This is an optimization exercise on Yosys and OpenROAD, whose aim is small area, not a production implementation.
Function was checked by simulation only, so behaviour that the tests miss may differ from the original.
Power figures rest on the tool's default switching activity, not on a simulated workload.

$ cat flow/config.mk
export PLATFORM = sky130hd
export DESIGN_NAME = slot_machine_v2
export DESIGN_NICKNAME = slot_machine_v2
export VERILOG_FILES = /design/flow/design.v
export SDC_FILE = /design/flow/constraint.sdc
export NUM_CORES = 4
export LEC_CHECK = 0
export ABC_AREA = 1
export CAP_MARGIN = 20
export CORE_MARGIN = 2
export CORE_UTILIZATION = 40
export SLEW_MARGIN = 20
$ cat flow/constraint.sdc
create_clock -name core_clock -period 15.0 [get_ports {MAX10_CLK1_50}]
set_input_delay 3.0000 -clock core_clock [delete_from_list [all_inputs] [get_ports {MAX10_CLK1_50}]]
set_output_delay 3.0000 -clock core_clock [all_outputs]
set_load 0.01 [all_outputs]
$ cat flow/design.v
module debounce (
    input clk,
    input rst,
    input btn_in,      
    output state,      
    output rise        
);
    localparam [6:0] S100 = 7'd22;
    reg [6:0] count;
    reg last_btn;
    reg state_d;       
    assign state = (count == S100) ? ~last_btn : state_d;
    assign rise  = state & ~state_d;
    always @(posedge clk) begin
        if (rst) begin
            count <= 7'd0;
            last_btn <= 1'b1;
            state_d <= 1'b0;
        end else begin
            last_btn <= btn_in;
            state_d <= state;
            if (btn_in == last_btn)
                count <= {count[5:0], ~(count[6] ^ count[5])};
            else
                count <= 7'd0;
        end
    end
endmodule
module lfsr (
    input clk,
    input rst,
    output reg [15:0] random_out
);
    always @(posedge clk) begin
        if (rst)
            random_out <= 16'hACE1;
        else
            random_out <= {random_out[14:0],
                           random_out[15] ^ random_out[13] ^ random_out[12] ^ random_out[10]};
    end
endmodule
module slot_machine_controller (
    input clk,
    input rst,
    input start_spin,    
    input do_reset,      
    input cheat_mode,
    input [2:0] sw_bet,
    input [3:0] random_seed,
    output reg [1:0] symbol_left,
    output reg [1:0] symbol_right,
    output [9:0] leds,
    output reg [3:0] bal_h,      
    output reg [3:0] bal_t,      
    output reg [3:0] bal_o       
);
    localparam [1:0] IDLE      = 2'd0;
    localparam [1:0] IDLE_SHOW = 2'd1;
    localparam [1:0] SPIN      = 2'd2;
    localparam [1:0] WIN       = 2'd3;
    reg [1:0] state;
    reg [7:0] d;
    reg [5:0] n;
    reg [4:0] jc;
    wire [4:0] jc_next = {jc[3:0], ~jc[4]};
    wire [9:0] onehot = {~jc[4] & ~jc[0], jc[0] & ~jc[1], jc[1] & ~jc[2], jc[2] & ~jc[3], jc[3] & ~jc[4],
                         jc[4] & jc[0], ~jc[0] & jc[1], ~jc[1] & jc[2], ~jc[2] & jc[3], ~jc[3] & jc[4]};
    wire win_on = ~^jc;
    wire win_last = ~jc[0] & jc[1];
    reg [2:0] bet;           
    reg [1:0] target_left;
    reg [1:0] target_right;
    wire d_zero   = (d == 8'd0);
    wire anim     = n[0] & (d == {3'd0, n[5:1]});
    wire stop_l   = (n == 6'd41) & (d == 8'd39);
    wire stop_r   = (n == 6'd61) & (d == 8'd59);
    wire flash    = (n == 6'd6) & (d == 8'd4);
    wire is_win = state[1] & state[0];
    reg [3:0] xh, xt, xo;
    wire [3:0] b_plus1 = {1'b0, bet} + 4'd1;                           
    wire [3:0] b2_ones = {1'b0, bet[1:0], 1'b0} + {2'd0, ~bet[2], 1'b0};  
    always @(*) begin
        if (!is_win) begin
            xh = 4'd9; xt = 4'd9; xo = 4'd9 - {1'b0, sw_bet};
        end else begin
            case (symbol_left)
                2'd0: begin  
                    xh = {3'd0, bet[2]}; xt = b2_ones; xo = 4'd0;
                end
                2'd1: begin  
                    xh = 4'd0; xt = {1'b0, b_plus1[3:1]}; xo = bet[0] ? 4'd0 : 4'd5;
                end
                2'd2: begin  
                    xh = 4'd0; xt = {3'd0, bet[2]}; xo = b2_ones;
                end
                default: begin  
                    xh = 4'd0; xt = 4'd0; xo = b_plus1;
                end
            endcase
        end
    end
    wire [4:0] so = bal_o + xo;
    wire co = (so > 5'd9);
    wire [3:0] ro = co ? so[3:0] + 4'd6 : so[3:0];
    wire [4:0] st_ = bal_t + xt + {4'd0, co};
    wire ct = (st_ > 5'd9);
    wire [3:0] rt = ct ? st_[3:0] + 4'd6 : st_[3:0];
    wire [4:0] sh = bal_h + xh + {4'd0, ct};
    wire ch = (sh > 5'd9);
    wire [3:0] rh = ch ? sh[3:0] + 4'd6 : sh[3:0];
    assign leds = (state == WIN) ? {10{win_on}} :
                  (state == IDLE) ? 10'd0 : onehot;
    always @(posedge clk) begin
        d <= d_zero ? 8'd250 : d - 8'd1;
        if (d_zero) n <= n + 6'd1;
        if (!state[1]) begin
            d <= 8'd250;
            n <= 6'd2;
            jc <= 5'd0;
            bet <= sw_bet;
            target_left <= random_seed[1:0];
            target_right <= cheat_mode ? random_seed[1:0] : random_seed[3:2];
        end
        if (rst) begin
            state <= IDLE;
            bal_h <= 4'd1; bal_t <= 4'd0; bal_o <= 4'd0;
            symbol_left <= 2'd0;
            symbol_right <= 2'd0;
        end else if (do_reset) begin
            bal_h <= 4'd1; bal_t <= 4'd0; bal_o <= 4'd0;
            state <= IDLE;
        end else case (state)
            IDLE, IDLE_SHOW: begin
                state <= IDLE;
                if (start_spin && ch) begin
                    bal_h <= rh; bal_t <= rt; bal_o <= ro;
                    state <= SPIN;
                end
            end
            SPIN: begin
                if (d_zero) jc <= jc_next;
                if (anim) begin
                    if (n < 6'd40) symbol_left <= symbol_left + 2'd1;
                    symbol_right <= symbol_right + 2'd1;
                end
                if (stop_l) symbol_left <= target_left;
                if (stop_r) begin
                    symbol_right <= target_right;
                    if (symbol_left == target_right) begin
                        state <= WIN;
                        d <= 8'd250;
                        n <= 6'd2;
                        jc <= 5'd0;
                    end else begin
                        state <= IDLE_SHOW;
                    end
                end
            end
            default: begin  
                if (flash) begin
                    d <= 8'd250;
                    n <= 6'd2;
                    jc <= jc_next;
                    if (win_last) begin
                        state <= IDLE;
                        if (ch) begin
                            bal_h <= 4'd9; bal_t <= 4'd9; bal_o <= 4'd9;
                        end else begin
                            bal_h <= rh; bal_t <= rt; bal_o <= ro;
                        end
                    end
                end
            end
        endcase
    end
endmodule
module seven_seg_decoder (
    input [3:0] num,    
    output [6:0] seg    
);
    wire A = num[3], B = num[2], C = num[1], D = num[0];
    assign seg[0] = ~(A | C | (B & D) | (~B & ~D));
    assign seg[1] = ~(~B | (~C & ~D) | (C & D));
    assign seg[2] = ~(B | ~C | D);
    assign seg[3] = ~(A | (~B & ~D) | (~B & C) | (C & ~D) | (B & ~C & D));
    assign seg[4] = ~((~B & ~D) | (C & ~D));
    assign seg[5] = ~(A | (~C & ~D) | (B & ~C) | (B & ~D));
    assign seg[6] = ~(A | (~B & C) | (B & ~C) | (C & ~D));
endmodule
module symbol_rom (
    input [1:0] symbol_id,
    input [2:0] row_idx,
    output reg [7:0] pixels
);
    always @(*) begin
        case ({symbol_id, row_idx})
            5'd0:  pixels = 8'b00110000;
            5'd1:  pixels = 8'b00110000;
            5'd2:  pixels = 8'b00110000;
            5'd3:  pixels = 8'b00011000;
            5'd4:  pixels = 8'b00001100;
            5'd5:  pixels = 8'b00000110;
            5'd6:  pixels = 8'b01111110;
            5'd7:  pixels = 8'b01111110;
            5'd8:  pixels = 8'b00011000;
            5'd9:  pixels = 8'b00111100;
            5'd10: pixels = 8'b00111100;
            5'd11: pixels = 8'b00011000;
            5'd12: pixels = 8'b00001000;
            5'd13: pixels = 8'b00000100;
            5'd14: pixels = 8'b00000010;
            5'd15: pixels = 8'b00001100;
            5'd16: pixels = 8'b00000000;
            5'd17: pixels = 8'b01111110;
            5'd18: pixels = 8'b01111110;
            5'd19: pixels = 8'b00000000;
            5'd20: pixels = 8'b00000000;
            5'd21: pixels = 8'b01111110;
            5'd22: pixels = 8'b01111110;
            5'd23: pixels = 8'b00000000;
            5'd24: pixels = 8'b00011000;
            5'd25: pixels = 8'b00000000;
            5'd26: pixels = 8'b00011000;
            5'd27: pixels = 8'b00011100;
            5'd28: pixels = 8'b00001110;
            5'd29: pixels = 8'b01100110;
            5'd30: pixels = 8'b01111110;
            default: pixels = 8'b00111100;
        endcase
    end
endmodule
module matrix_driver (
    input clk,
    input rst,
    output [2:0] current_row,
    output reg [7:0] rows        
);
    reg [6:0] scan;
    always @(posedge clk) begin
        if (rst) scan <= 7'd15;
        else     scan <= scan + 7'd1;
    end
    assign current_row = scan[6:4];
    always @(*) begin
        case (current_row)
            3'd0: rows = 8'b11111110;
            3'd1: rows = 8'b11111101;
            3'd2: rows = 8'b11111011;
            3'd3: rows = 8'b11110111;
            3'd4: rows = 8'b11101111;
            3'd5: rows = 8'b11011111;
            3'd6: rows = 8'b10111111;
            default: rows = 8'b01111111;
        endcase
    end
endmodule
module slot_machine_v2 (
    input MAX10_CLK1_50,
    input RST,    
    input KEY0,  
    input KEY1,  
    input SW0, SW1, SW2,  
    input SW9,            
    output LEDR0, LEDR1, LEDR2, LEDR3, LEDR4, LEDR5, LEDR6, LEDR7, LEDR8, LEDR9,
    output HEX00, HEX01, HEX02, HEX03, HEX04, HEX05, HEX06,
    output HEX30, HEX31, HEX32, HEX33, HEX34, HEX35, HEX36,
    output HEX40, HEX41, HEX42, HEX43, HEX44, HEX45, HEX46,
    output HEX50, HEX51, HEX52, HEX53, HEX54, HEX55, HEX56,
    output DMR0, DMR1, DMR2, DMR3, DMR4, DMR5, DMR6, DMR7,
    output DMC10, DMC11, DMC12, DMC13, DMC14, DMC15, DMC16, DMC17,
    output DMC00, DMC01, DMC02, DMC03, DMC04, DMC05, DMC06, DMC07
);
    wire btn_spin_clean;
    wire btn_reset_clean;
    wire [1:0] idx_L, idx_R;
    wire [7:0] pixels_L, pixels_R;
    wire [2:0] row_scan_idx;
    wire [15:0] rng_value;
    wire [9:0] led_wires;
    wire [3:0] bal_h, bal_t, bal_o;
    wire spin_rise, reset_rise;
    debounce db_spin  (.clk(MAX10_CLK1_50), .rst(RST), .btn_in(KEY0), .state(btn_spin_clean), .rise(spin_rise));
    debounce db_reset (.clk(MAX10_CLK1_50), .rst(RST), .btn_in(KEY1), .state(btn_reset_clean), .rise(reset_rise));
    lfsr rng_inst (.clk(MAX10_CLK1_50), .rst(RST), .random_out(rng_value));
    slot_machine_controller logic_inst (
        .clk(MAX10_CLK1_50),
        .rst(RST),
        .start_spin(spin_rise),
        .do_reset(reset_rise),
        .cheat_mode(SW9),
        .sw_bet({SW2, SW1, SW0}),
        .random_seed(rng_value[3:0]),
        .symbol_left(idx_L),
        .symbol_right(idx_R),
        .leds(led_wires),
        .bal_h(bal_h), .bal_t(bal_t), .bal_o(bal_o)
    );
    wire [6:0] hex0_out, hex3_out, hex4_out, hex5_out;
    seven_seg_decoder hex0_dec (.num({1'b0, SW2, SW1, SW0} + 4'd1), .seg(hex0_out));
    seven_seg_decoder hex3_dec (.num(bal_o), .seg(hex3_out));
    seven_seg_decoder hex4_dec (.num(bal_t), .seg(hex4_out));
    seven_seg_decoder hex5_dec (.num(bal_h), .seg(hex5_out));
    assign HEX00=hex0_out[0]; assign HEX01=hex0_out[1]; assign HEX02=hex0_out[2]; assign HEX03=hex0_out[3]; assign HEX04=hex0_out[4]; assign HEX05=hex0_out[5]; assign HEX06=hex0_out[6];
    assign HEX30=hex3_out[0]; assign HEX31=hex3_out[1]; assign HEX32=hex3_out[2]; assign HEX33=hex3_out[3]; assign HEX34=hex3_out[4]; assign HEX35=hex3_out[5]; assign HEX36=hex3_out[6];
    assign HEX40=hex4_out[0]; assign HEX41=hex4_out[1]; assign HEX42=hex4_out[2]; assign HEX43=hex4_out[3]; assign HEX44=hex4_out[4]; assign HEX45=hex4_out[5]; assign HEX46=hex4_out[6];
    assign HEX50=hex5_out[0]; assign HEX51=hex5_out[1]; assign HEX52=hex5_out[2]; assign HEX53=hex5_out[3]; assign HEX54=hex5_out[4]; assign HEX55=hex5_out[5]; assign HEX56=hex5_out[6];
    assign LEDR0 = led_wires[0]; assign LEDR1 = led_wires[1]; assign LEDR2 = led_wires[2]; assign LEDR3 = led_wires[3]; assign LEDR4 = led_wires[4];
    assign LEDR5 = led_wires[5]; assign LEDR6 = led_wires[6]; assign LEDR7 = led_wires[7]; assign LEDR8 = led_wires[8]; assign LEDR9 = led_wires[9];
    symbol_rom rom_left  (.symbol_id(idx_L), .row_idx(row_scan_idx), .pixels(pixels_L));
    symbol_rom rom_right (.symbol_id(idx_R), .row_idx(row_scan_idx), .pixels(pixels_R));
    matrix_driver driver_inst (
        .clk(MAX10_CLK1_50),
        .rst(RST),
        .current_row(row_scan_idx),
        .rows({DMR7, DMR6, DMR5, DMR4, DMR3, DMR2, DMR1, DMR0})
    );
    assign {DMC17, DMC16, DMC15, DMC14, DMC13, DMC12, DMC11, DMC10} = pixels_L;
    assign {DMC07, DMC06, DMC05, DMC04, DMC03, DMC02, DMC01, DMC00} = pixels_R;
endmodule
$ cat flow/flow/run.sh
#!/bin/bash
# Own layout flow: the standard synthesis, then a stronger area re-mapping of the
# combinational logic between the (unchanged) registers, then the standard
# ORFS layout with small port buffers.
set -euo pipefail
WORK=$(pwd)
R=$WORK/orfs/results/$FLOW_PLATFORM/slot_machine_v2/base
YOSYS=${FLOW_HOME}/../tools/install/yosys/bin/yosys
[ -x "$YOSYS" ] || YOSYS=yosys

bash standard.sh synth > "$WORK/log_synth.txt" 2>&1

cp "$R/1_2_yosys.v" "$WORK/std_synth.v"
# Re-map with a few ABC scripts and keep the smallest result.
best=""; best_area=""
for s in "$WORK"/flow/s_*.abc; do
  tag=$(basename "$s" .abc)
  LIB=$FLOW_HOME/platforms/$FLOW_PLATFORM/lib/sky130_fd_sc_hd__tt_025C_1v80.lib \
  IN=$WORK/std_synth.v OUT=$WORK/reopt_$tag.v SCRIPT=$s \
    "$YOSYS" -c "$WORK/flow/reopt.tcl" > "$WORK/log_reopt_$tag.txt" 2>&1 || continue
  a=$(awk '/Chip area for module/ {print $NF}' "$WORK/reopt_$tag.v.after.txt" | tail -1)
  echo "$tag $a" >> "$WORK/reopt_areas.txt"
  if [ -z "$best" ] || awk -v a="$a" -v b="$best_area" 'BEGIN{exit !(a<b)}'; then
    best=$WORK/reopt_$tag.v; best_area=$a
  fi
done
[ -n "$best" ] || { echo "no re-mapping succeeded" >&2; exit 1; }
cp "$best" "$R/1_2_yosys.v"
rm -f "$R/1_synth.odb"

EXTRA=("BUFFER_PORTS_ARGS=-buffer_cell sky130_fd_sc_hd__buf_1")
if [ -f "$WORK/flow/cts_args.txt" ]; then
  EXTRA+=("CTS_ARGS=$(cat "$WORK/flow/cts_args.txt")")
fi
bash standard.sh "${EXTRA[@]}" finish > "$WORK/log_layout.txt" 2>&1
$ cat flow/flow/cts_args.txt
-sink_clustering_enable -repair_clock_nets -dont_use_dummy_load
$ cat flow/flow/reopt.tcl
# Re-map the combinational logic of the standard synthesis for area. Registers
# keep their instances, names and cell types.
yosys -import
set lib $::env(LIB)
read_liberty -ignore_miss_func $lib
read_verilog $::env(IN)
hierarchy -top slot_machine_v2
# registers stay cell instances; every other cell is flattened into its function
blackbox sky130_fd_sc_hd__df* sky130_fd_sc_hd__edf* sky130_fd_sc_hd__sdf*
flatten
opt_clean -purge
tee -o $::env(OUT).before.txt stat -liberty $lib
set du {}
foreach c {probe_p_8 probec_p_8 lpflow_bleeder_1 lpflow_clkbufkapwr_1 lpflow_clkbufkapwr_16 lpflow_clkbufkapwr_2 lpflow_clkbufkapwr_4 lpflow_clkbufkapwr_8 lpflow_clkinvkapwr_1 lpflow_clkinvkapwr_16 lpflow_clkinvkapwr_2 lpflow_clkinvkapwr_4 lpflow_clkinvkapwr_8 lpflow_decapkapwr_12 lpflow_decapkapwr_3 lpflow_decapkapwr_4 lpflow_decapkapwr_6 lpflow_decapkapwr_8 lpflow_inputiso0n_1 lpflow_inputiso0p_1 lpflow_inputiso1n_1 lpflow_inputiso1p_1 lpflow_inputisolatch_1 lpflow_isobufsrc_1 lpflow_isobufsrc_16 lpflow_isobufsrc_2 lpflow_isobufsrc_4 lpflow_isobufsrc_8 lpflow_isobufsrckapwr_16 lpflow_lsbuf_lh_hl_isowell_tap_1 lpflow_lsbuf_lh_hl_isowell_tap_2 lpflow_lsbuf_lh_hl_isowell_tap_4 lpflow_lsbuf_lh_isowell_4 lpflow_lsbuf_lh_isowell_tap_1 lpflow_lsbuf_lh_isowell_tap_2 lpflow_lsbuf_lh_isowell_tap_4} {
  lappend du -dont_use sky130_fd_sc_hd__$c
}
abc -liberty $lib {*}$du -script $::env(SCRIPT) slot_machine_v2
opt_clean -purge
read_liberty -lib -overwrite -ignore_miss_func $lib
hilomap -singleton -hicell sky130_fd_sc_hd__conb_1 HI -locell sky130_fd_sc_hd__conb_1 LO
insbuf -buf sky130_fd_sc_hd__buf_1 A X
opt_clean -purge
yosys rename -enumerate -pattern _r%_
tee -o $::env(OUT).after.txt stat -liberty $lib
check -assert
write_verilog -noattr -nohex -nodec $::env(OUT)
$ cat flow/flow/s_a1.abc
strash
balance -l
resub -K 6 -l
rewrite -l
resub -K 6 -N 2 -l
refactor -l
resub -K 8 -l
balance -l
resub -K 8 -N 2 -l
rewrite -l
resub -K 10 -l
rewrite -z -l
resub -K 10 -N 2 -l
balance -l
resub -K 12 -l
refactor -z -l
resub -K 12 -N 2 -l
rewrite -z -l
balance -l
balance -l
resub -K 6 -l
rewrite -l
resub -K 6 -N 2 -l
refactor -l
resub -K 8 -l
balance -l
resub -K 8 -N 2 -l
rewrite -l
resub -K 10 -l
rewrite -z -l
resub -K 10 -N 2 -l
balance -l
resub -K 12 -l
refactor -z -l
resub -K 12 -N 2 -l
rewrite -z -l
balance -l
dch -f
amap
$ cat flow/flow/s_b1.abc
strash
balance -l
resub -K 6 -l
rewrite -l
resub -K 6 -N 2 -l
refactor -l
resub -K 8 -l
balance -l
resub -K 8 -N 2 -l
rewrite -l
resub -K 10 -l
rewrite -z -l
resub -K 10 -N 2 -l
balance -l
resub -K 12 -l
refactor -z -l
resub -K 12 -N 2 -l
rewrite -z -l
balance -l
dch -f
amap
$ cat flow/flow/s_b4.abc
strash
balance -l
resub -K 6 -l
rewrite -l
resub -K 6 -N 2 -l
refactor -l
resub -K 8 -l
balance -l
resub -K 8 -N 2 -l
rewrite -l
resub -K 10 -l
rewrite -z -l
resub -K 10 -N 2 -l
balance -l
resub -K 12 -l
refactor -z -l
resub -K 12 -N 2 -l
rewrite -z -l
balance -l
balance -l
resub -K 6 -l
rewrite -l
resub -K 6 -N 2 -l
refactor -l
resub -K 8 -l
balance -l
resub -K 8 -N 2 -l
rewrite -l
resub -K 10 -l
rewrite -z -l
resub -K 10 -N 2 -l
balance -l
resub -K 12 -l
refactor -z -l
resub -K 12 -N 2 -l
rewrite -z -l
balance -l
balance -l
resub -K 6 -l
rewrite -l
resub -K 6 -N 2 -l
refactor -l
resub -K 8 -l
balance -l
resub -K 8 -N 2 -l
rewrite -l
resub -K 10 -l
rewrite -z -l
resub -K 10 -N 2 -l
balance -l
resub -K 12 -l
refactor -z -l
resub -K 12 -N 2 -l
rewrite -z -l
balance -l
dch -f
amap
$ cat flow/flow/s_b6.abc
strash
balance -l
resub -K 6 -l
rewrite -l
resub -K 6 -N 2 -l
refactor -l
resub -K 8 -l
balance -l
resub -K 8 -N 2 -l
rewrite -l
resub -K 10 -l
rewrite -z -l
resub -K 10 -N 2 -l
balance -l
resub -K 12 -l
refactor -z -l
resub -K 12 -N 2 -l
rewrite -z -l
balance -l
balance -l
resub -K 6 -l
rewrite -l
resub -K 6 -N 2 -l
refactor -l
resub -K 8 -l
balance -l
resub -K 8 -N 2 -l
rewrite -l
resub -K 10 -l
rewrite -z -l
resub -K 10 -N 2 -l
balance -l
resub -K 12 -l
refactor -z -l
resub -K 12 -N 2 -l
rewrite -z -l
balance -l
dch
amap
$ cat flow/standard.sh
#!/bin/bash
# synth_recipe.tcl (not shown) runs the flow's synth.tcl, then flattens the netlist and writes it again
# the make line also repeats each setting of config.mk as NAME=value (left out here)
make -C /OpenROAD-flow-scripts/flow DESIGN_CONFIG=/design/flow/config.mk WORK_HOME=/design/flow/orfs CLKGATE_MAP_FILE= SYNTH_SCRIPT=/design/flow/synth_recipe.tcl "${@:-finish}"
==> results of run 1 <==
## per-stage QoR
stage | setup slack [ns] | util | hold WS [ns] | instances | cell area (um2)
5_1_grt | 5.73 | 0.467 | 0.417 | 803 | 4840
6_report | 6.47 | 0.467 | 0.402 | 803 | 4840
3_3_place_gp | 6.54 | 0.455 | 0.386 | 794 | 4720
2_1_floorplan | 6.85 | - | 0.376 | 595 | 4300
3_5_place_dp | 6.17 | 0.455 | 0.396 | 794 | 4720
4_1_cts | 6.47 | 0.467 | 0.407 | 803 | 4840
## final cells by class
| cell class | count | share of cell area |
|---|---|---|
| Timing Repair Buffer | 67 | 0.0535 |
| Tap cell | 136 | 0.0352 |
| Multi-Input combinational cell | 421 | 0.454 |
| Sequential cell | 85 | 0.366 |
| Inverter | 85 | 0.0659 |
| Clock buffer | 9 | 0.0256 |
## cell usage in the layout (no fill, tap or decap), types with 11 or more instances in the layout
cell type,count
nor3_1,17
clkinv_1,85
nor2b_1,20
o21ai_0,48
nand2_1,58
o22ai_1,18
nor2_1,115
o31ai_1,11
or2_0,13
a21oi_1,35
dfxtp_1,78
buf_1,65
## tightest hold or removal path, stage by stage, from the launching register on
cell and delay (ns):
dfxtp_1 0.30, clkinv_1 0.05, nor2_1 0.03
## power by group through the flow
stage | Clock [mW] | Combinational (mW) | Sequential (mW)
3_3_place_gp | 0 | 0.0307 | 0.244
3_5_place_dp | 0 | 0.0313 | 0.245
6_report | 0.122 | 0.0314 | 0.239
2_1_floorplan | 0 | 0.0222 | 0.244
5_1_grt | 0.136 | 0.0356 | 0.240
4_1_cts | 0.126 | 0.0314 | 0.239
## worst paths after layout
path / startpoint / to / slack (ns) / depth (start not counted)
hold / removal: rng_inst.random_out[2] / rng_inst.random_out[3] / 0.40 / 2
setup / recovery: SW1 / logic_inst.bal_o[1] / 6.47 / 31
setup reg to reg: logic_inst.state[1] / logic_inst.bal_o[1] / 7.39 / 32
hold reg to reg: rng_inst.random_out[2] / rng_inst.random_out[3] / 0.40 / 2
## flip-flops by register name, indices dropped and copies added (netlist names), 2 cells and up
signal,count
logic_inst.bal_t,4
logic_inst.bal_o,4
logic_inst.d,8
logic_inst.target_left,2
db_spin.count,7
logic_inst.bet,3
logic_inst.symbol_right,2
logic_inst.jc,5
logic_inst.symbol_left,2
db_reset.count,7
logic_inst.target_right,2
driver_inst.scan,7
logic_inst.n,6
logic_inst.state,2
logic_inst.bal_h,4
rng_inst.random_out,16
## per-layer routing
layer	share of wire	track usage
met3	0.060	0.0363
met5	0	0
met2	0.42	0.271
met1	0.49	0.243
met4	0.025	0.0888
==> qor.txt, run 1 <==
Final Routed Wirelength -> 10,200 um
CTS tree -> done
Overall routing resource usage -> 0.180
Post-CTS setup repair buffer count -> 0
Worst EP required -> 15.22 ns
Worst-margin pin slew -> 0.954 ns
Critical Path Start Type -> input port
Max IR drop VDD -> 0.0482 mV
Resized Gates After CTS -> 0
Crit path time final -> 8.53 ns
Setup tns final -> 0 ns
Die Span X -> 108 um
Max Clock Freq -> 0.117 GHz
IO Pins -> 70
Cts bufs inserted -> 9
Int Pwr -> 0.300 mW
Critical path endpoint category -> register
First-pass GRT wire length -> 16,700 um
Initial Util -> 0.414
Layout cell share with drive strength beyond 1 -> 0.0165
Clk root buf -> clkbuf_8
Seq. cell area -> 1770 um2
Starting DRT DRC Count -> 255
Diode count -> 0
Skew-Pair Late Insertion Delay -> 0.36 ns
Switching power -> 0.0927 mW
Vias in the first global route -> 3,721
Number of buffers and inverters on the critical path -> 4
DRC Markers -> 0
Clk_skew -> 0.0166 ns
Critical path type -> input port to register
Vias per cell -> 5.29
Final antenna-violating net count -> 0
Fillers -> 1,080
Crit share post-route -> 0.569
Row Count -> 37
Multi-input gate area -> 2200 um2
Status -> finished clean
Total number of vias -> 4,247
# nets final -> 677
P&R area growth vs syn -> 12.8%
Hold Crit Class -> register to register
Delay-heaviest family, CP -> compound AO/OA/AOI/OAI gates
Final Max Slew Viols -> 0
Hold bufs inserted after CTS -> 0
Slowest cell on crit path -> o21ai_1
Max incr delay on CP -> 0.47 ns
CP most frequent cell -> nor2_1
Clock Power Share -> 0.310
Detailed Routing Iterations Pass 1 -> 5
HPWL Detailed -> 7850 um
Comb pwr share -> 0.080
GR Overflow Total -> 0
CTS H-tree lvls -> 3
Die Height -> 108 um
Core Area -> 10,400 um2
Data arrival, critical path -> 8.76 ns
Final number of hold-violating endpoints -> 0
Total power draw -> 0.392 mW
Largest net degree at the start of global routing -> 30
GPL Wtd Cong -> 0.935
Clock Tree Buf Depth -> 2
PwrDens -> 81.1 nW/um2
Initial antenna violation count -> 0
Max Cap Viol -> 0
Cell area after synthesis -> 4290 um2
Synth warn -> 5
Final number of setup-violating endpoints -> 0
Power share of the sequential group -> 0.610
Clock Sinks -> 85
Sw frac -> 0.236
Syn_area_per_cell -> 7.25 um2
Leak pwr -> 1.58 nW
DIE AREA -> 11,600 um2
Clock slew at reported path FFs -> 0.09 ns
Crit Path Max Fanout -> 13
Synth Instances -> 592
Port buffer count -> 65
Wire per inst -> 12.7 um
Max_slew headroom -> 0.357
RSZ-0062 raised after global routing -> false
==> run 2, diff against run 1 <==
--- a/flow/flow/run.sh
+++ b/flow/flow/run.sh
@@ -11,19 +11,34 @@
 bash standard.sh synth > "$WORK/log_synth.txt" 2>&1
 
 cp "$R/1_2_yosys.v" "$WORK/std_synth.v"
-# Re-map with a few ABC scripts and keep the smallest result.
-best=""; best_area=""
-for s in "$WORK"/flow/s_*.abc; do
+# Re-map with several ABC scripts (some with randomised deep synthesis), four
+# at a time, and keep the smallest result.
+remap() {
+  local s=$1 tag
   tag=$(basename "$s" .abc)
   LIB=$FLOW_HOME/platforms/$FLOW_PLATFORM/lib/sky130_fd_sc_hd__tt_025C_1v80.lib \
   IN=$WORK/std_synth.v OUT=$WORK/reopt_$tag.v SCRIPT=$s \
-    "$YOSYS" -c "$WORK/flow/reopt.tcl" > "$WORK/log_reopt_$tag.txt" 2>&1 || continue
-  a=$(awk '/Chip area for module/ {print $NF}' "$WORK/reopt_$tag.v.after.txt" | tail -1)
-  echo "$tag $a" >> "$WORK/reopt_areas.txt"
-  if [ -z "$best" ] || awk -v a="$a" -v b="$best_area" 'BEGIN{exit !(a<b)}'; then
-    best=$WORK/reopt_$tag.v; best_area=$a
-  fi
-done
+    timeout 900 "$YOSYS" -c "$WORK/flow/reopt.tcl" > "$WORK/log_reopt_$tag.txt" 2>&1 || return 0
+  echo "$tag $(awk '/Chip area for module/ {print $NF}' "$WORK/reopt_$tag.v.after.txt" | tail -1)" >> "$WORK/reopt_areas.txt"
+}
+export -f remap
+export WORK YOSYS FLOW_HOME FLOW_PLATFORM
+rm -f "$WORK/reopt_areas.txt"
+ls "$WORK"/flow/s_*.abc | xargs -P "${NUM_CORES:-4}" -I{} bash -c 'remap {}'
+# Take the smallest re-mapping that Yosys proves equivalent to the standard
+# synthesis (same registers, paired by name).
+best=""
+if [ -s "$WORK/reopt_areas.txt" ]; then
+  for tag in $(sort -k2 -g "$WORK/reopt_areas.txt" | cut -d' ' -f1); do
+    if LIB=$FLOW_HOME/platforms/$FLOW_PLATFORM/lib/sky130_fd_sc_hd__tt_025C_1v80.lib \
+       GOLD=$WORK/std_synth.v GATE=$WORK/reopt_$tag.v \
+       timeout 900 "$YOSYS" -c "$WORK/flow/equiv.tcl" > "$WORK/log_equiv_$tag.txt" 2>&1; then
+      best=$WORK/reopt_$tag.v
+      echo "chosen $tag" >> "$WORK/reopt_areas.txt"
+      break
+    fi
+  done
+fi
 [ -n "$best" ] || { echo "no re-mapping succeeded" >&2; exit 1; }
 cp "$best" "$R/1_2_yosys.v"
 rm -f "$R/1_synth.odb"
==> flow/flow/equiv.tcl (new file) <==
yosys -import
set lib $::env(LIB)
read_liberty -ignore_miss_func $lib
read_verilog $::env(GOLD)
yosys rename slot_machine_v2 gold
read_verilog $::env(GATE)
yosys rename slot_machine_v2 gate
hierarchy -check
flatten gold gate
opt_clean
equiv_make gold gate equiv
hierarchy -top equiv
equiv_simple -seq 2
equiv_induct -seq 2
equiv_status -assert
--- a/flow/flow/reopt.tcl
+++ b/flow/flow/reopt.tcl
@@ -22,5 +22,5 @@
 opt_clean -purge
 yosys rename -enumerate -pattern _r%_
 tee -o $::env(OUT).after.txt stat -liberty $lib
-check -assert
+check -assert -mapped
 write_verilog -noattr -nohex -nodec $::env(OUT)
==> flow/flow/s_d0.abc (new file) <==
strash
balance -l
resub -K 6 -l
rewrite -l
resub -K 6 -N 2 -l
refactor -l
resub -K 8 -l
balance -l
resub -K 8 -N 2 -l
rewrite -l
resub -K 10 -l
rewrite -z -l
resub -K 10 -N 2 -l
balance -l
resub -K 12 -l
refactor -z -l
resub -K 12 -N 2 -l
rewrite -z -l
balance -l
balance -l
resub -K 6 -l
rewrite -l
resub -K 6 -N 2 -l
refactor -l
resub -K 8 -l
balance -l
resub -K 8 -N 2 -l
rewrite -l
resub -K 10 -l
rewrite -z -l
resub -K 10 -N 2 -l
balance -l
resub -K 12 -l
refactor -z -l
resub -K 12 -N 2 -l
rewrite -z -l
balance -l
&get -n
&deepsyn -T 150 -S 0
&put
balance -l
resub -K 6 -l
rewrite -l
resub -K 6 -N 2 -l
refactor -l
resub -K 8 -l
balance -l
resub -K 8 -N 2 -l
rewrite -l
resub -K 10 -l
rewrite -z -l
resub -K 10 -N 2 -l
balance -l
resub -K 12 -l
refactor -z -l
resub -K 12 -N 2 -l
rewrite -z -l
balance -l
dch -f
amap
==> flow/flow/s_d1.abc (new file) <==
strash
balance -l
resub -K 6 -l
rewrite -l
resub -K 6 -N 2 -l
refactor -l
resub -K 8 -l
balance -l
resub -K 8 -N 2 -l
rewrite -l
resub -K 10 -l
rewrite -z -l
resub -K 10 -N 2 -l
balance -l
resub -K 12 -l
refactor -z -l
resub -K 12 -N 2 -l
rewrite -z -l
balance -l
balance -l
resub -K 6 -l
rewrite -l
resub -K 6 -N 2 -l
refactor -l
resub -K 8 -l
balance -l
resub -K 8 -N 2 -l
rewrite -l
resub -K 10 -l
rewrite -z -l
resub -K 10 -N 2 -l
balance -l
resub -K 12 -l
refactor -z -l
resub -K 12 -N 2 -l
rewrite -z -l
balance -l
&get -n
&deepsyn -T 150 -S 1
&put
balance -l
resub -K 6 -l
rewrite -l
resub -K 6 -N 2 -l
refactor -l
resub -K 8 -l
balance -l
resub -K 8 -N 2 -l
rewrite -l
resub -K 10 -l
rewrite -z -l
resub -K 10 -N 2 -l
balance -l
resub -K 12 -l
refactor -z -l
resub -K 12 -N 2 -l
rewrite -z -l
balance -l
dch -f
amap
==> flow/flow/s_d2.abc (new file) <==
strash
balance -l
resub -K 6 -l
rewrite -l
resub -K 6 -N 2 -l
refactor -l
resub -K 8 -l
balance -l
resub -K 8 -N 2 -l
rewrite -l
resub -K 10 -l
rewrite -z -l
resub -K 10 -N 2 -l
balance -l
resub -K 12 -l
refactor -z -l
resub -K 12 -N 2 -l
rewrite -z -l
balance -l
balance -l
resub -K 6 -l
rewrite -l
resub -K 6 -N 2 -l
refactor -l
resub -K 8 -l
balance -l
resub -K 8 -N 2 -l
rewrite -l
resub -K 10 -l
rewrite -z -l
resub -K 10 -N 2 -l
balance -l
resub -K 12 -l
refactor -z -l
resub -K 12 -N 2 -l
rewrite -z -l
balance -l
&get -n
&deepsyn -T 150 -S 2
&put
balance -l
resub -K 6 -l
rewrite -l
resub -K 6 -N 2 -l
refactor -l
resub -K 8 -l
balance -l
resub -K 8 -N 2 -l
rewrite -l
resub -K 10 -l
rewrite -z -l
resub -K 10 -N 2 -l
balance -l
resub -K 12 -l
refactor -z -l
resub -K 12 -N 2 -l
rewrite -z -l
balance -l
dch -f
amap
==> flow/flow/s_d3.abc (new file) <==
strash
balance -l
resub -K 6 -l
rewrite -l
resub -K 6 -N 2 -l
refactor -l
resub -K 8 -l
balance -l
resub -K 8 -N 2 -l
rewrite -l
resub -K 10 -l
rewrite -z -l
resub -K 10 -N 2 -l
balance -l
resub -K 12 -l
refactor -z -l
resub -K 12 -N 2 -l
rewrite -z -l
balance -l
balance -l
resub -K 6 -l
rewrite -l
resub -K 6 -N 2 -l
refactor -l
resub -K 8 -l
balance -l
resub -K 8 -N 2 -l
rewrite -l
resub -K 10 -l
rewrite -z -l
resub -K 10 -N 2 -l
balance -l
resub -K 12 -l
refactor -z -l
resub -K 12 -N 2 -l
rewrite -z -l
balance -l
&get -n
&deepsyn -T 150 -S 3
&put
balance -l
resub -K 6 -l
rewrite -l
resub -K 6 -N 2 -l
refactor -l
resub -K 8 -l
balance -l
resub -K 8 -N 2 -l
rewrite -l
resub -K 10 -l
rewrite -z -l
resub -K 10 -N 2 -l
balance -l
resub -K 12 -l
refactor -z -l
resub -K 12 -N 2 -l
rewrite -z -l
balance -l
dch -f
amap
==> qor.txt, run 2 <==
DIE AREA -> 11,400 um2 (-1.4%)
Max Cap Viol -> 0 (unchanged)
Max_slew headroom -> 0.308 (-0.0491)
Resized Gates After CTS -> 0 (unchanged)
Placed Cells -> 784 (-1.3%)
Critical Path Sink -> logic_inst.bal_o[3]
Critical path type -> input port to register
Post-CTS setup repair buffer count -> 0 (unchanged)
Detailed Routing Iterations Pass 1 -> 5 (unchanged)
Final antenna-violating net count -> 0 (unchanged)
Leak pwr -> 1.60 nW (+1.8%)
Layout cell share with drive strength beyond 1 -> 0.0183 (+0.00177)
Slowest cell on crit path -> a2111oi_0
Status -> finished clean
Port buffer count -> 65 (unchanged)
Final Max Slew Viols -> 0 (unchanged)
Final Routed Wirelength -> 10,300 um (+1.1%)
HPWL Detailed -> 7890 um (+0.54%)
Hold Crit Class -> register to register
PwrDens -> 81.7 nW/um2 (+0.82%)
Cts bufs inserted -> 9 (unchanged)
Overall routing resource usage -> 0.181 (+0.00113)
Syn_area_per_cell -> 7.28 um2 (+0.38%)
Worst setup path start -> SW1
Critical path endpoint category -> register
Starting DRT DRC Count -> 233 (-8.6%)
Vias per cell -> 5.35 (+1.2%)
Crit share post-route -> 0.509 (-0.0594)
Largest net degree at the start of global routing -> 23 (-23%)
Final number of hold-violating endpoints -> 0 (unchanged)
Commonest non-fill, non-tap cells in the layout -> nor2_1, clkinv_1, dfxtp_1
Clock slew at reported path FFs -> 0.10 ns (about the same)
GR Overflow Total -> 0 (unchanged)
Commonest non-fill, non-tap cell in the layout -> nor2_1
Vias in the first global route -> 3,802 (+2.2%)
Hold bufs inserted after CTS -> 0 (unchanged)
Fin area -> 4780 um2 (-1.2%)
Reg2Reg Depth -> 25 (-22%)
Reg with most FFs -> rng_inst.random_out
GPL Wtd Cong -> 0.949 (+1.5%)
RSZ-0062 raised after global routing -> false
IO Pins -> 70 (unchanged)
Crit path time final -> 7.64 ns (-0.891 ns)
DRC Markers -> 0 (unchanged)
Worst reg2reg startpoint -> logic_inst.state[1]
Finished Layout Cells -> 793 (-1.2%)
Fillers -> 1,110 (+2.8%)
Core Area -> 10,300 um2 (-0.89%)
CP most frequent cell -> nor2_1
Cell area after synthesis -> 4230 um2 (-1.5%)
Worst path depth -> 25 (-19%)
Data arrival, critical path -> 7.86 ns (-0.90 ns)
Die Span X -> 107 um (-0.72%)
Clock Tree Buf Depth -> 2 (unchanged)
Delay-heaviest family, CP -> compound AO/OA/AOI/OAI gates
Max IR drop VDD -> 0.0507 mV (+5.3%)
Critical Path Start Type -> input port
Die Height -> 107 um (-0.72%)
Clock Sinks -> 85 (unchanged)
P&R area growth vs syn -> 13.2%
Max reg flops -> 16 (unchanged)
Reg2reg end -> logic_inst.bal_o[3]
Clk root buf -> clkbuf_8
Max incr delay on CP -> 0.70 ns (+0.23 ns)
Largest regs -> rng_inst.random_out: 16 flops, logic_inst.d: 8 flops
Row Count -> 37 (unchanged)
CTS H-tree lvls -> 3 (unchanged)
Placed standard-cell area -> 4660 um2 (-1.2%)
Diode count -> 0 (unchanged)
Max Clock Freq -> 0.131 GHz (+12%)
Total number of vias -> 4,246 (-0.024%)
# nets final -> 667 (-1.5%)
Initial antenna violation count -> 0 (unchanged)
Final number of setup-violating endpoints -> 0 (unchanged)
Setup tns final -> 0 ns (unchanged)
Skew-Pair Late Insertion Delay -> 0.36 ns (about the same)
Clk_skew -> 0.0333 ns (+0.0167 ns)
CTS tree -> done
Wire per inst -> 13.0 um (+2.3%)
Synth warn -> 5 (unchanged)
Crit Path Max Fanout -> 7 (-6)
R2R setup slack -> 8.39 ns (+1.00 ns)
First-pass GRT wire length -> 16,800 um (+0.20%)
Initial Util -> 0.411 (-0.00248)
Worst EP required -> 15.22 ns (about the same)
Number of buffers and inverters on the critical path -> 4 (unchanged)
Synth Instances -> 581 (-1.9%)
Worst-margin pin slew -> 1.03 ns (+0.0729 ns)
==> run 2: power by group <==
group          switching (mW)  leakage (nW)  internal (mW)
Combinational          0.0187         0.829        0.00909
Clock                  0.0696        0.0647         0.0537
Sequential            0.00429         0.711          0.236
Total                  0.0925          1.60          0.298
==> run 2: worst min-delay path by stage <==
stage	start	end	cells past startpoint
6_report	rng_inst.random_out[3]	rng_inst.random_out[4]	2
5_1_grt	rng_inst.random_out[3]	rng_inst.random_out[4]	2
4_1_cts	driver_inst.scan[0]	driver_inst.scan[0]	1
3_5_place_dp	driver_inst.scan[0]	driver_inst.scan[0]	1
3_3_place_gp	driver_inst.scan[0]	driver_inst.scan[0]	1
2_1_floorplan	driver_inst.scan[0]	driver_inst.scan[0]	1
==> run 2: layout make-up <==
cell class | instances | area, um2 | share of cell area
clock buffers | 9 | 124 | 0.0259
inverters | 86 | 323 | 0.0675
multi-input cells | 409 | 2130 | 0.445
flip-flops and latches | 85 | 1770 | 0.370
well taps | 136 | 170 | 0.0356
repair buffers | 68 | 267 | 0.0557
==> run 2: per-stage QoR <==
| step | total power [mW] | utilization | hold slack (ns) | worst slack [ns] |
|---|---|---|---|---|
| after detailed placement | 0.273 | 0.453 | 0.397 | 7.17 |
| final | 0.391 | 0.466 | 0.411 | 7.36 |
| after floorplan | 0.263 | - | 0.376 | 8.13 |
| after global routing | 0.410 | 0.466 | 0.429 | 6.77 |
| after global placement | 0.272 | 0.453 | 0.388 | 7.42 |
| after CTS | 0.396 | 0.466 | 0.421 | 7.49 |
==> run 2: worst reg2reg max path, stage by stage, from the launching register on <==
cell and delay [ns]:
dfxtp_1 0.49, clkinv_1 0.47, nor2_1 0.57, clkinv_1 0.37
a32oi_1 0.35, nor2_1 0.09, nor2_1 0.25, a21o_1 0.14
nand2_1 0.07, o21ai_0 0.26, o21bai_1 0.22, nor2_1 0.11
o21ai_0 0.38, nor3_1 0.08, o21ai_0 0.21, nor2_1 0.09
or2_0 0.27, nor2_1 0.16, a21oi_1 0.08, a2111oi_0 0.70
nor2_1 0.26, clkinv_1 0.13, nand3_1 0.26, o22ai_1 0.27
o22a_1 0.18, nor2_1 0.04
==> run 2: routing by layer <==
layer	part of all wire	GRT usage	wire length, um	vias up
li1	-	-	-	2176
met1	0.46	0.228	4770	1930
met2	0.47	0.303	4830	122
met3	0.050	0.0389	514	18
met4	0.019	0.0668	200	0
met5	0	0	0	-

-- separate check: timing with driven ports --
In the flow no input, the clock included, has a driving cell. The finished layouts below were timed again as built, in two steps. Step 1 sets driving cells, clkbuf_16 on the clock port and buf_2 on the other inputs (assumed; they add their load-dependent delay and slew). Step 2 times the ports against the registers' clock, not the clock port: input delays grow and output delays shrink by t, the midpoint of the rising clock arrivals with the driver on. Slacks: ideal / step 1 / step 2; pairs: ideal / step 1.
run	shift t [ns]	setup WS [ns]	slew at the worst register clock pin (ns)
run 1	0.378	6.467 / 6.476 / 6.098	0.09 / 0.09
run 2	0.378	7.358 / 7.367 / 6.990	0.10 / 0.10
After both steps every run listed still meets setup and hold. The setup slack of run 1, which loses most, moves by +0.009 ns with the drivers and by -0.369 ns with both steps.
